This is an optimization exercise on Yosys and OpenROAD, whose aim is small area, not a production implementation. No functional check of the RTL was part of any run shown here. No activity file was given, so power comes from the tool's default toggle rates.

==> flow/design.v, too long to show whole: its modules and the start of the top module <==
// module FIR: 1011 lines
// module fa: 4 lines
// module mx: 3 lines
// module mx1: 3 lines
// module ha: 4 lines
module FIR(
	input				clk,
	input				rst_n,
	input				clk_en,
	input  [15:0]	filter_in,
	output [15:0]	filter_out
);
  // ...
==> flow/run.sh <==
#!/bin/bash
# synth_recipe.tcl (not shown) runs the flow's synth.tcl, then flattens the netlist and writes it again
# the make line also repeats each setting of config.mk as NAME=value (left out here)
make -C /OpenROAD-flow-scripts/flow DESIGN_CONFIG=/design/flow/config.mk WORK_HOME=/design/flow/orfs CLKGATE_MAP_FILE= SYNTH_SCRIPT=/design/flow/synth_recipe.tcl finish
==> flow/config.mk <==
export PLATFORM = sky130hd
export DESIGN_NAME = FIR
export DESIGN_NICKNAME = FIR
export VERILOG_FILES = /design/flow/design.v
export SDC_FILE = /design/flow/constraint.sdc
export NUM_CORES = 4
export LEC_CHECK = 0
export CAP_MARGIN = 20
export CORE_MARGIN = 2
export CORE_UTILIZATION = 40
export SLEW_MARGIN = 20
export SYNTH_HIERARCHICAL = 1
==> flow/constraint.sdc <==
create_clock -name core_clock -period 6.0 [get_ports {clk}]
set_input_delay 1.2000 -clock core_clock [delete_from_list [all_inputs] [get_ports {clk}]]
set_output_delay 1.2000 -clock core_clock [all_outputs]
set_load 0.01 [all_outputs]
==> insert_results.sql, run 1 <==
INSERT INTO impl_metrics (metric_group, metric, value, unit) VALUES
('global_route', 'grt_overflow_total', '0', ''),
('cells_and_area', 'post_route_cells_drive_above_1_share', '6.33', '%'),
('cells_and_area', 'largest_registers', 'R1 (24), R2 (24)', ''),
('cells_and_area', 'postLayoutCoreUtil', '46.0', '%'),
('power', 'max-vdd-ir-drop', '0.224', 'mV'),
('sta', 'period_utilization_post_route', '89.0', '%'),
('cells_and_area', 'num-clock-buffers', '35', ''),
('critical_path', 'critical_path_fanout_max', '8', ''),
('critical_path', 'critical_path.startpoint', 'd5[1]', ''),
('global_route', 'number_of_antenna_violations_at_the_first_check_in_global_routing', '0', ''),
('worst_hold_path', 'worst_hold_startpoint', 'R1[18]', ''),
('cells_and_area', 'nNonClkBuffers', '50', ''),
('clock_network', 'cts_buffer_count', '24', ''),
('placement', 'detailedPlacementHpwl', '25100', 'microns'),
('power', 'powerSeq', '0.00159', 'W'),
('yosys', 'seq_area_frac_synth', '29.5', '%'),
('cells_and_area', 'area_delta_synth_final', '13.1', '%'),
('status', 'status', 'timing/DRC/antenna clean', ''),
('power', 'clockPowerShare', '33.5', '%'),
('sta', 'report.final.hold_viol_count', '0', ''),
('yosys', 'ys.warnings.count', '7', ''),
('cells_and_area', 'top_area_cell_class', 'multi-input combinational cells', ''),
('sta', 'achievable-frequency', '187', 'MHz'),
('sta', 'setup_tns', '0', 'ns'),
('clock_network', 'cts.root.buffer_cell', 'sky130_fd_sc_hd__clkbuf_16', ''),
('yosys', 'synth_mux_area_share', '0.0690', '%'),
('critical_path', 'worstSetupStartpointType', 'flop', ''),
('power', 'p_int', '0.00305', 'W'),
('sta', 'slew_of_the_pin_with_the_lowest_slew_margin', '0.827', 'ns');
==> run 2: changes to the inputs <==
--- a/flow/config.mk
+++ b/flow/config.mk
@@ -9,3 +9,4 @@
 export CORE_MARGIN = 2
-export CORE_UTILIZATION = 40
+export CORE_UTILIZATION = 65
+export GPL_TIMING_DRIVEN = 0
 export SLEW_MARGIN = 20
==> run 2 against run 1 <==
Against the previous run:
- still clean
- first-iteration DRC count decreased by 6.0%
- sequential power about the same
- synthesized cell count unchanged
- die area decreased by 38%
- synthesized area unchanged
- global-route usage increased by 9.8 points
- flip-flop and latch count unchanged
- final cell count decreased by 11%
- critical endpoint unchanged
- largest cell class unchanged
==> insert_results.sql, run 2 <==
INSERT INTO impl_metrics (metric_group, metric, value, unit) VALUES
('worst_hold_path', 'min_path_cells', '1', ''),
('cells_and_area', 'largest_registers', 'R1 (24), R2 (24)', ''),
('yosys', 'synth-main-ff-cell', 'sky130_fd_sc_hd__dfxtp_1', ''),
('sta', 'clock_period_minus_worst_slack', '5.44', 'ns'),
('cells_and_area', 'final_stage_net_count', '1578', ''),
('sta', 'period_utilization_post_route', '90.6', '%'),
('floorplan', 'die_height', '153', 'microns'),
('power', 'p_int', '0.00317', 'W'),
('sta', 'clock-skew-final', '0.0100', 'ns'),
('critical_path', 'worstSetupStartpointType', 'flop', ''),
('yosys', 'synth_cell_types', '58', ''),
('sta', 'achievable-frequency', '184', 'MHz'),
('power', 'switchingPower', '0.00140', 'W'),
('critical_path', 'cp-end-kind', 'flop', ''),
('power', 'p_per_area', '281', 'mW/mm^2'),
('clock_network', 'post-cts-setup-buffers', '0', ''),
('yosys', 'yosysTopAreaCellShare', '30.2', '%'),
('power', 'switching_share', '30.7', '%'),
('sta', 'report.final.hold_viol_count', '0', ''),
('critical_path', 'crit_arrival', '5.84', 'ns'),
('cells_and_area', 'stdcell_area', '0.0163', 'sq mm'),
('clock_network', 'cts_resized', '0', ''),
('yosys', 'post_synth_instance_area', '0.0145', 'sq mm'),
('clock_network', 'clock_tree_from_tritoncts', 'done', ''),
('global_route', 'largest_net_degree_at_the_start_of_global_routing', '137', ''),
('sta', 'timing.slew.headroom', '37.2', '%'),
('global_route', 'grt_use_total', '28.2', '%'),
('placement', 'globalplace.congestion', '0.882', ''),
('sta', 'final_setup_vio_count', '0', ''),
('run', 'max-cap-violations', '0', ''),
('clock_network', 'clock_insertion_delay_at_the_later_pin_of_the_skew_report', '0.52', 'ns'),
('cells_and_area', 'area_delta_synth_final', '12.2', '%'),
('floorplan', 'rows', '54', ''),
('critical_path', 'worst_ep_required_time', '6.40', 'ns'),
('clock_network', 'clock_tree.htree_level_count', '1', ''),
('sta', 'max_slew_violation_count', '0', ''),
('clock_network', 'cts.root.buffer_cell', 'sky130_fd_sc_hd__clkbuf_16', ''),
('status', 'status', 'timing/DRC/antenna clean', ''),
('yosys', 'yosys-top-cells-count', 'sky130_fd_sc_hd__fa_1 (219), sky130_fd_sc_hd__dfxtp_1 (192), sky130_fd_sc_hd__a22o_1 (191)', ''),
('yosys', 'asyncSetResetFlopFracSynth', '8.13', '%'),
('routing', 'num_vias', '9476', ''),
('routing', 'viasPerCell', '6.29', ''),
('global_route', 'number_of_antenna_violations_at_the_first_check_in_global_routing', '0', ''),
('placement', 'placedInstanceArea', '0.0154', 'sq mm'),
('cells_and_area', 'num_antenna_cells', '0', ''),
('clock_network', 'cts_buffer_count', '25', ''),
('worst_hold_path', 'worstHoldPathType', 'flop to flop', ''),
('cells_and_area', 'mostFrequentLayoutCells', 'sky130_fd_sc_hd__fa_1 (219), sky130_fd_sc_hd__dfxtp_1 (192), sky130_fd_sc_hd__a22o_1 (191), sky130_fd_sc_hd__ha_1 (131), sky130_fd_sc_hd__inv_1 (60)', ''),
('critical_path', 'worstRegToRegCells', '14', ''),
('sta', 'grt_setup_unrepaired', 'no', ''),
('yosys', 'ys.warnings.count', '7', ''),
('floorplan', 'placeableCoreArea', '0.0219', 'sq mm'),
('global_route', 'grt_overflow_total', '0', ''),
('power', 'clockPowerShare', '35.1', '%'),
('yosys', 'synthesis.nets', '1510', ''),
('yosys', 'register_bit_total_from_synthesis', '209', ''),
('clock_network', 'cts.reportedPaths.clkPinSlew', '0.06', 'ns'),
('clock_network', 'clock-sinks', '209', ''),
('routing', 'drt_iter0_markers', '488', ''),
('routing', 'detail-route-antenna-nets', '0', ''),
('placement', 'detailedPlacementHpwl', '23600', 'microns'),
('yosys', 'yosys.area.top_type', 'sky130_fd_sc_hd__fa_1', ''),
('yosys', 'synth_most_common_cell', 'sky130_fd_sc_hd__fa_1', ''),
('yosys', 'synth.avg_cell_area', '12.7', 'sq um'),
('yosys', 'synth_top_cells_by_area', 'sky130_fd_sc_hd__fa_1 (30%), sky130_fd_sc_hd__dfxtp_1 (27%), sky130_fd_sc_hd__a22o_1 (12%)', ''),
('power', 'max-vdd-ir-drop', '0.277', 'mV'),
('floorplan', 'top_ports', '35', ''),
('cells_and_area', 'postLayoutCoreUtil', '74.3', '%'),
('floorplan', 'die-area', '0.0235', 'sq mm'),
('floorplan', 'start_util', '66.2', '%'),
('routing', 'drt_pre_antenna_iters', '5', ''),
('power', 'power_leakage', '7.62', 'nW'),
('cells_and_area', 'layout.cells.most_common', 'sky130_fd_sc_hd__fa_1', ''),
('critical_path', 'critical_path_fanout_max', '8', ''),
('power', 'p_comb_share', '30.1', '%'),
('global_route', 'via_count_of_the_first_global_routing_pass', '10475', ''),
('critical_path', 'worst-setup-path-type', 'flop to flop', ''),
('cells_and_area', 'post_route_cells_drive_above_1_share', '5.95', '%'),
('yosys', 'seq_area_frac_synth', '29.5', '%'),
('yosys', 'post_synth_inst_count', '1141', ''),
('routing', 'post-route-drc-count', '0', ''),
('routing', 'postRouteWirelength', '31100', 'microns'),
('sta', 'setup_tns', '0', 'ns'),
('clock_network', 'hold_buffers', '0', ''),
('sta', 'slew_of_the_pin_with_the_lowest_slew_margin', '0.935', 'ns'),
('global_route', 'global_route_wire_length_before_repair', '53000', 'microns'),
('routing', 'wl_per_cell', '20.6', 'microns'),
('clock_network', 'max-clock-path-buffers', '3', ''),
('power', 'seqPwrFrac', '34.7', '%'),
('floorplan', 'die_x', '153', 'microns'),
('yosys', 'count_of_flip_flops_with_a_built_in_enable_after_synthesis', '0', ''),
('placement', 'port_buffers', '34', '');
==> run 2: cell counts after synthesis <==
Identical to the previous run, type by type.
==> run 2: path summary, 6_finish.rpt <==
| check | from | endpoint | slack [ns] |
|---|---|---|---|
| min in group asynchronous | rst_n | out[0] | 1.13 |
| max in group asynchronous | rst_n | out[14] | 4.39 |
| min | R2[20] | R2[20] | 0.47 |
| max reg2reg | d5[1] | R1[17] | 0.56 |
| max | d5[1] | R1[17] | 0.56 |
| min reg2reg | R2[20] | R2[20] | 0.47 |
==> run 2: modules after synthesis, one instance, submodules excluded <==
module / flops+latches / cells / copies in the design / area [sq um]
FIR: 209 / 605 / 1 / 6910
fa: 0 / 1 / 219 / 20.0
ha: 0 / 1 / 109 / 12.5
mx1: 0 / 1 / 17 / 10.0
mx: 0 / 1 / 191 / 8.76
==> run 2: routing by layer <==
metal / share of wire (%) / track usage, % / vias to the layer above
met5: 0 / 0 / -
met4: 3.7 / 9.57 / 0
met3: 3.7 / 3.60 / 63
met2: 51 / 49.7 / 185
met1: 41 / 36.1 / 4852
li1: - / - / 4376
==> run 2: cell type report <==
| cell class | count | area, sq um |
|---|---|---|
| fillers | 1480 | 5620 |
| clock inverters | 9 | 106 |
| inverters | 61 | 236 |
| multi-input cells | 870 | 10000 |
| clock buffers | 36 | 791 |
| flip-flops and latches | 209 | 4270 |
| well taps | 280 | 350 |
| repair buffers | 41 | 513 |
| plain buffers | 1 | 3.75 |
==> run 2: per-stage QoR <==
step	total power, W	instances	hold WS, ns	setup slack, ns
floorplan	0.00259	1141	0.439	0.703
global placement	0.00294	1455	0.452	-2.60
detailed placement	0.00298	1462	0.454	0.524
CTS	0.00461	1507	0.472	0.510
global route	0.00487	1507	0.483	0.255
finish	0.00457	1507	0.468	0.563
==> run 2: critical path, stage by stage, from the launching register on <==
cell and delay [ns]:
sky130_fd_sc_hd__dfxtp_1 0.61, sky130_fd_sc_hd__ha_1 0.34, sky130_fd_sc_hd__ha_1 0.23, sky130_fd_sc_hd__o21a_1 0.19, sky130_fd_sc_hd__o21a_1 0.18, sky130_fd_sc_hd__or2_2 0.29, sky130_fd_sc_hd__a21o_1 0.21, sky130_fd_sc_hd__a311oi_2 0.38
sky130_fd_sc_hd__xnor2_1 0.30, sky130_fd_sc_hd__fa_1 0.51, sky130_fd_sc_hd__fa_1 0.44, sky130_fd_sc_hd__fa_1 0.47, sky130_fd_sc_hd__fa_1 0.46, sky130_fd_sc_hd__fa_1 0.38, sky130_fd_sc_hd__a221o_1 0.33
==> run 2: logic make-up after synthesis <==
family	after synthesis	share of synthesized area (%)
AOI/OAI and AO/OA	332	19.2
xor gates and xnor gates	60	3.62
adders and majority gates	350	41.5
buffers and inverters	62	1.61
DFF	209	29.5
muxes	1	0.0690
other	2	0.0518
and+or+nand+nor	125	4.42
==> run 2: power by group through the flow <==
stage	Sequential (W)	Combinational (W)	Clock [W]
after floorplan	0.00162	0.000965	0
after global placement	0.00162	0.00132	0
after detailed placement	0.00162	0.00137	0
after CTS	0.00159	0.00139	0.00163
after global routing	0.00160	0.00158	0.00169
final	0.00159	0.00138	0.00161
==> run 3: changes to the inputs <==
--- a/flow/config.mk
+++ b/flow/config.mk
@@ -9,4 +9,5 @@
 export CORE_MARGIN = 2
-export CORE_UTILIZATION = 65
-export GPL_TIMING_DRIVEN = 0
+export CORE_UTILIZATION = 40
+export CTS_CLUSTER_DIAMETER = 100
+export CTS_CLUSTER_SIZE = 30
 export SLEW_MARGIN = 20
==> run 3 against run 2 <==
Against the previous run:
- first-iteration DRC count rose by 13%
- via count fell by 3.2%
- clock power fell by 43%
- global-route usage fell by 10 points
- highest routed layer unchanged
==> insert_results.sql, run 3 <==
INSERT INTO impl_metrics (metric_group, metric, value, unit) VALUES
('cells_and_area', 'final_stage_net_count', '1573', ''),
('cells_and_area', 'largest_registers', 'R1 (24), R2 (24)', ''),
('cells_and_area', 'mostFrequentLayoutCells', 'sky130_fd_sc_hd__fa_1 (219), sky130_fd_sc_hd__dfxtp_1 (192), sky130_fd_sc_hd__a22o_1 (191), sky130_fd_sc_hd__ha_1 (131), sky130_fd_sc_hd__inv_1 (60)', ''),
('sta', 'report.final.hold_viol_count', '0', ''),
('clock_network', 'hold_buffers', '0', ''),
('routing', 'detail-route-antenna-nets', '0', ''),
('floorplan', 'rows', '69', ''),
('yosys', 'synth.avg_cell_area', '12.7', 'sq um'),
('routing', 'wl_per_cell', '19.1', 'microns'),
('placement', 'globalplace.congestion', '0.848', ''),
('status', 'status', 'timing/DRC/antenna clean', ''),
('critical_path', 'crit_path_top_delay_cell', 'sky130_fd_sc_hd__dfxtp_1', ''),
('critical_path', 'worstPathCellList', 'ha_1, ha_1, o21a_1, o21a_1, or2_2, a21o_1, a311oi_2, xnor2_1, fa_1, fa_1, fa_1, fa_1, fa_1, a221o_1', ''),
('cells_and_area', 'filler_cell_count', '3263', ''),
('power', 'power_leakage', '7.38', 'nW'),
('yosys', 'synth-main-ff-cell', 'sky130_fd_sc_hd__dfxtp_1', ''),
('yosys', 'yosys.area.top_type', 'sky130_fd_sc_hd__fa_1', ''),
('clock_network', 'cts_resized', '0', ''),
('cells_and_area', 'num_antenna_cells', '0', ''),
('critical_path', 'worstSetupStartpointType', 'flop', ''),
('critical_path', 'critPathMostFrequentCell', 'sky130_fd_sc_hd__fa_1', ''),
('clock_network', 'clock_tree_from_tritoncts', 'done', ''),
('yosys', 'post_synth_inst_count', '1141', ''),
('worst_hold_path', 'min_path_cells', '1', ''),
('cells_and_area', 'post_route_cells_drive_above_1_share', '4.55', '%'),
('sta', 'timing.slew.headroom', '46.4', '%'),
('floorplan', 'top_ports', '35', ''),
('yosys', 'yosysTopAreaCellShare', '30.2', '%'),
('sta', 'timing.hold.ws', '0.479', 'ns'),
('placement', 'detailedPlacementHpwl', '25100', 'microns'),
('critical_path', 'critical_path_s_top_delay_family', 'adder cells', ''),
('sta', 'clock-skew-final', '0.0274', 'ns'),
('routing', 'm1WireLength', '14800', 'microns'),
('cells_and_area', 'layout.cells.most_common', 'sky130_fd_sc_hd__fa_1', ''),
('routing', 'drt_iter0_markers', '553', ''),
('yosys', 'yosys-top-cells-count', 'sky130_fd_sc_hd__fa_1 (219), sky130_fd_sc_hd__dfxtp_1 (192), sky130_fd_sc_hd__a22o_1 (191)', ''),
('run', 'max-cap-violations', '0', ''),
('routing', 'post-route-drc-count', '0', ''),
('critical_path', 'reg2reg_slack', '0.65', 'ns'),
('sta', 'slew_of_the_pin_with_the_lowest_slew_margin', '0.795', 'ns'),
('routing', 'routed-wl-met2', '15500', 'microns'),
('yosys', 'post_synth_instance_area', '0.0145', 'sq mm'),
('clock_network', 'cts.root.buffer_cell', 'sky130_fd_sc_hd__clkbuf_16', ''),
('critical_path', 'critical_path_fanout_max', '8', ''),
('power', 'p_per_area', '242', 'mW/mm^2'),
('floorplan', 'placeableCoreArea', '0.0357', 'sq mm'),
('cells_and_area', 'area_delta_synth_final', '10.1', '%'),
('routing', 'top_layer', 'met4', ''),
('routing', 'drt_pre_antenna_iters', '5', ''),
('sta', 'final_setup_vio_count', '0', ''),
('clock_network', 'cts_buffer_count', '12', ''),
('floorplan', 'die_x', '194', 'microns'),
('clock_network', 'post-cts-setup-buffers', '0', ''),
('yosys', 'synth_cell_types', '58', ''),
('sta', 'max_slew_violation_count', '0', ''),
('sta', 'achievable-frequency', '187', 'MHz'),
('yosys', 'synthesis.nets', '1510', ''),
('floorplan', 'start_util', '40.7', '%'),
('yosys', 'ys.warnings.count', '7', ''),
('global_route', 'number_of_antenna_violations_at_the_first_check_in_global_routing', '0', ''),
('critical_path', 'cp-end-kind', 'flop', ''),
('global_route', 'grt_overflow_total', '0', ''),
('worst_hold_path', 'worstHoldPathType', 'flop to flop', ''),
('floorplan', 'die-area', '0.0378', 'sq mm'),
('global_route', 'via_count_of_the_first_global_routing_pass', '10095', ''),
('critical_path', 'max_stage_delay', '0.64', 'ns'),
('clock_network', 'max-clock-path-buffers', '3', ''),
('global_route', 'global_route_wire_length_before_repair', '54500', 'microns'),
('floorplan', 'die_height', '194', 'microns'),
('routing', 'detailroute.wirelength.met3', '911', 'microns'),
('clock_network', 'cts.reportedPaths.clkPinSlew', '0.10', 'ns'),
('yosys', 'seq_area_frac_synth', '29.5', '%'),
('critical_path', 'worst_ep_required_time', '6.38', 'ns'),
('critical_path', 'crit_cells', '14', ''),
('yosys', 'count_of_flip_flops_with_a_built_in_enable_after_synthesis', '0', ''),
('routing', 'postRouteWirelength', '31800', 'microns'),
('critical_path', 'worst-path-buf-inv', '0', ''),
('sta', 'period_utilization_post_route', '89.2', '%'),
('power', 'max-vdd-ir-drop', '0.142', 'mV'),
('sta', 'setup_tns', '0', 'ns'),
('global_route', 'grt_use_total', '18.0', '%'),
('clock_network', 'clock-sinks', '209', ''),
('clock_network', 'clock_tree.htree_level_count', '1', ''),
('critical_path', 'worst-setup-path-type', 'flop to flop', ''),
('yosys', 'asyncSetResetFlopFracSynth', '8.13', '%'),
('global_route', 'largest_net_degree_at_the_start_of_global_routing', '91', ''),
('routing', 'viasPerCell', '5.50', ''),
('clock_network', 'clock_insertion_delay_at_the_later_pin_of_the_skew_report', '0.50', 'ns'),
('sta', 'grt_setup_unrepaired', 'no', ''),
('placement', 'port_buffers', '34', ''),
('yosys', 'register_bit_total_from_synthesis', '209', ''),
('yosys', 'synth_top_cells_by_area', 'sky130_fd_sc_hd__fa_1 (30%), sky130_fd_sc_hd__dfxtp_1 (27%), sky130_fd_sc_hd__a22o_1 (12%)', ''),
('yosys', 'synth_most_common_cell', 'sky130_fd_sc_hd__fa_1', ''),
('critical_path', 'crit_arrival', '5.73', 'ns'),
('routing', 'num_vias', '9175', ''),
('sta', 'clock_period_minus_worst_slack', '5.35', 'ns'),
('critical_path', 'worstRegToRegCells', '14', '');
## run 3: worst paths after layout
check                            start  endpoint
worst max-delay path             d5[1]    R1[13]
worst min-delay path            R1[23]    R1[23]
worst max register to register   d5[1]    R1[13]
worst min register to register  R1[23]    R1[23]
max in group asynchronous        rst_n   out[13]
min in group asynchronous        rst_n    out[0]
## run 3: cell families after synthesis
logic type      synth area share, %
fa+ha+maj                      41.5
compound gates                 19.2
flops                          29.5
simple gates                   4.42
buf+inv                        1.61
xor+xnor                       3.62
other cells                  0.0518
mux                          0.0690
## run 3: through the flow
stage / std cells / setup slack [ns] / util [%] / cell area [sq um] / power, W
floorplan: 1141 / 0.703 / - / 14500 / 0.00259
global placement: 1650 / 0.761 / 43.6 / 15600 / 0.00297
detailed placement: 1650 / 0.653 / 43.6 / 15600 / 0.00300
CTS: 1668 / 0.625 / 44.7 / 15900 / 0.00392
global route: 1669 / 0.396 / 44.8 / 16000 / 0.00417
finish: 1669 / 0.647 / 44.8 / 16000 / 0.00386
## run 3: where the power goes
part / internal (W) / switching (W) / leakage, nW / total [W]
Clock: 0.000421 / 0.000493 / 0.183 / 0.000914
Sequential: 0.00150 / 0.0000848 / 1.77 / 0.00159
Combinational: 0.000653 / 0.000710 / 5.43 / 0.00136
Total: 0.00258 / 0.00129 / 7.38 / 0.00386
## run 3: cell type report
type | count | area, sq um | share of cell area (%)
Clock buffer | 15 | 343 | 2.15
Clock inverter | 3 | 36.3 | 0.227
Timing Repair Buffer | 50 | 498 | 3.12
Multi-Input combinational cell | 870 | 10000 | 62.7
Inverter | 61 | 234 | 1.47
Sequential cell | 209 | 4270 | 26.8
Tap cell | 461 | 577 | 3.61
## run 3: per-layer routing
layer | up-vias | GRT usage [%]
met4 | 0 | 3.82
met5 | - | 0
li1 | 4353 | -
met3 | 30 | 2.03
met2 | 113 | 31.0
met1 | 4679 | 24.6
## run 3: worst register-to-register path, cell delays in order (launching register included)
cell and delay [ns]:
sky130_fd_sc_hd__dfxtp_1 0.64, sky130_fd_sc_hd__ha_1 0.34, sky130_fd_sc_hd__ha_1 0.19, sky130_fd_sc_hd__o21a_1 0.18, sky130_fd_sc_hd__o21a_1 0.20, sky130_fd_sc_hd__or2_2 0.29, sky130_fd_sc_hd__a21o_1 0.21, sky130_fd_sc_hd__a311oi_2 0.36
sky130_fd_sc_hd__xnor2_1 0.28, sky130_fd_sc_hd__fa_1 0.53, sky130_fd_sc_hd__fa_1 0.42, sky130_fd_sc_hd__fa_1 0.46, sky130_fd_sc_hd__fa_1 0.47, sky130_fd_sc_hd__fa_1 0.37, sky130_fd_sc_hd__a221o_1 0.31
## run 3: Yosys stat by module (local to each module, per instance)
module  flip-flops and latches  times used  cells  cell area [sq um]
ha                           0         109      1               12.5
mx                           0         191      1               8.76
mx1                          0          17      1               10.0
fa                           0         219      1               20.0
FIR                        209           1    605               6910

re-timing with driven ports:
How much do the figures lean on ideal ports? The routed layouts below were timed once more, with nothing changed but the port constraints.
Step 1 sets driving cells, clkbuf_16 on the clock port and buf_2 on the other inputs (assumed; they add their load-dependent delay and slew).
Step 2 also shifts input and output timing later by t, the mid clock arrival at the registers, as if the neighbouring blocks saw the same clock.
Three values: no drivers, after step 1, after step 2; two values: the first two.
run	t (ns)	setup WS [ns]	hold slack, ns	worst setup path at the end
run 1	0.577	0.662 / 0.662 / 0.662	0.473 / 0.473 / 0.473	register to register
run 2	0.561	0.563 / 0.563 / 0.563	0.468 / 0.468 / 0.468	register to register
run 3	0.536	0.647 / 0.647 / 0.647	0.479 / 0.479 / 0.479	register to register
After both steps every run listed still meets setup and hold.
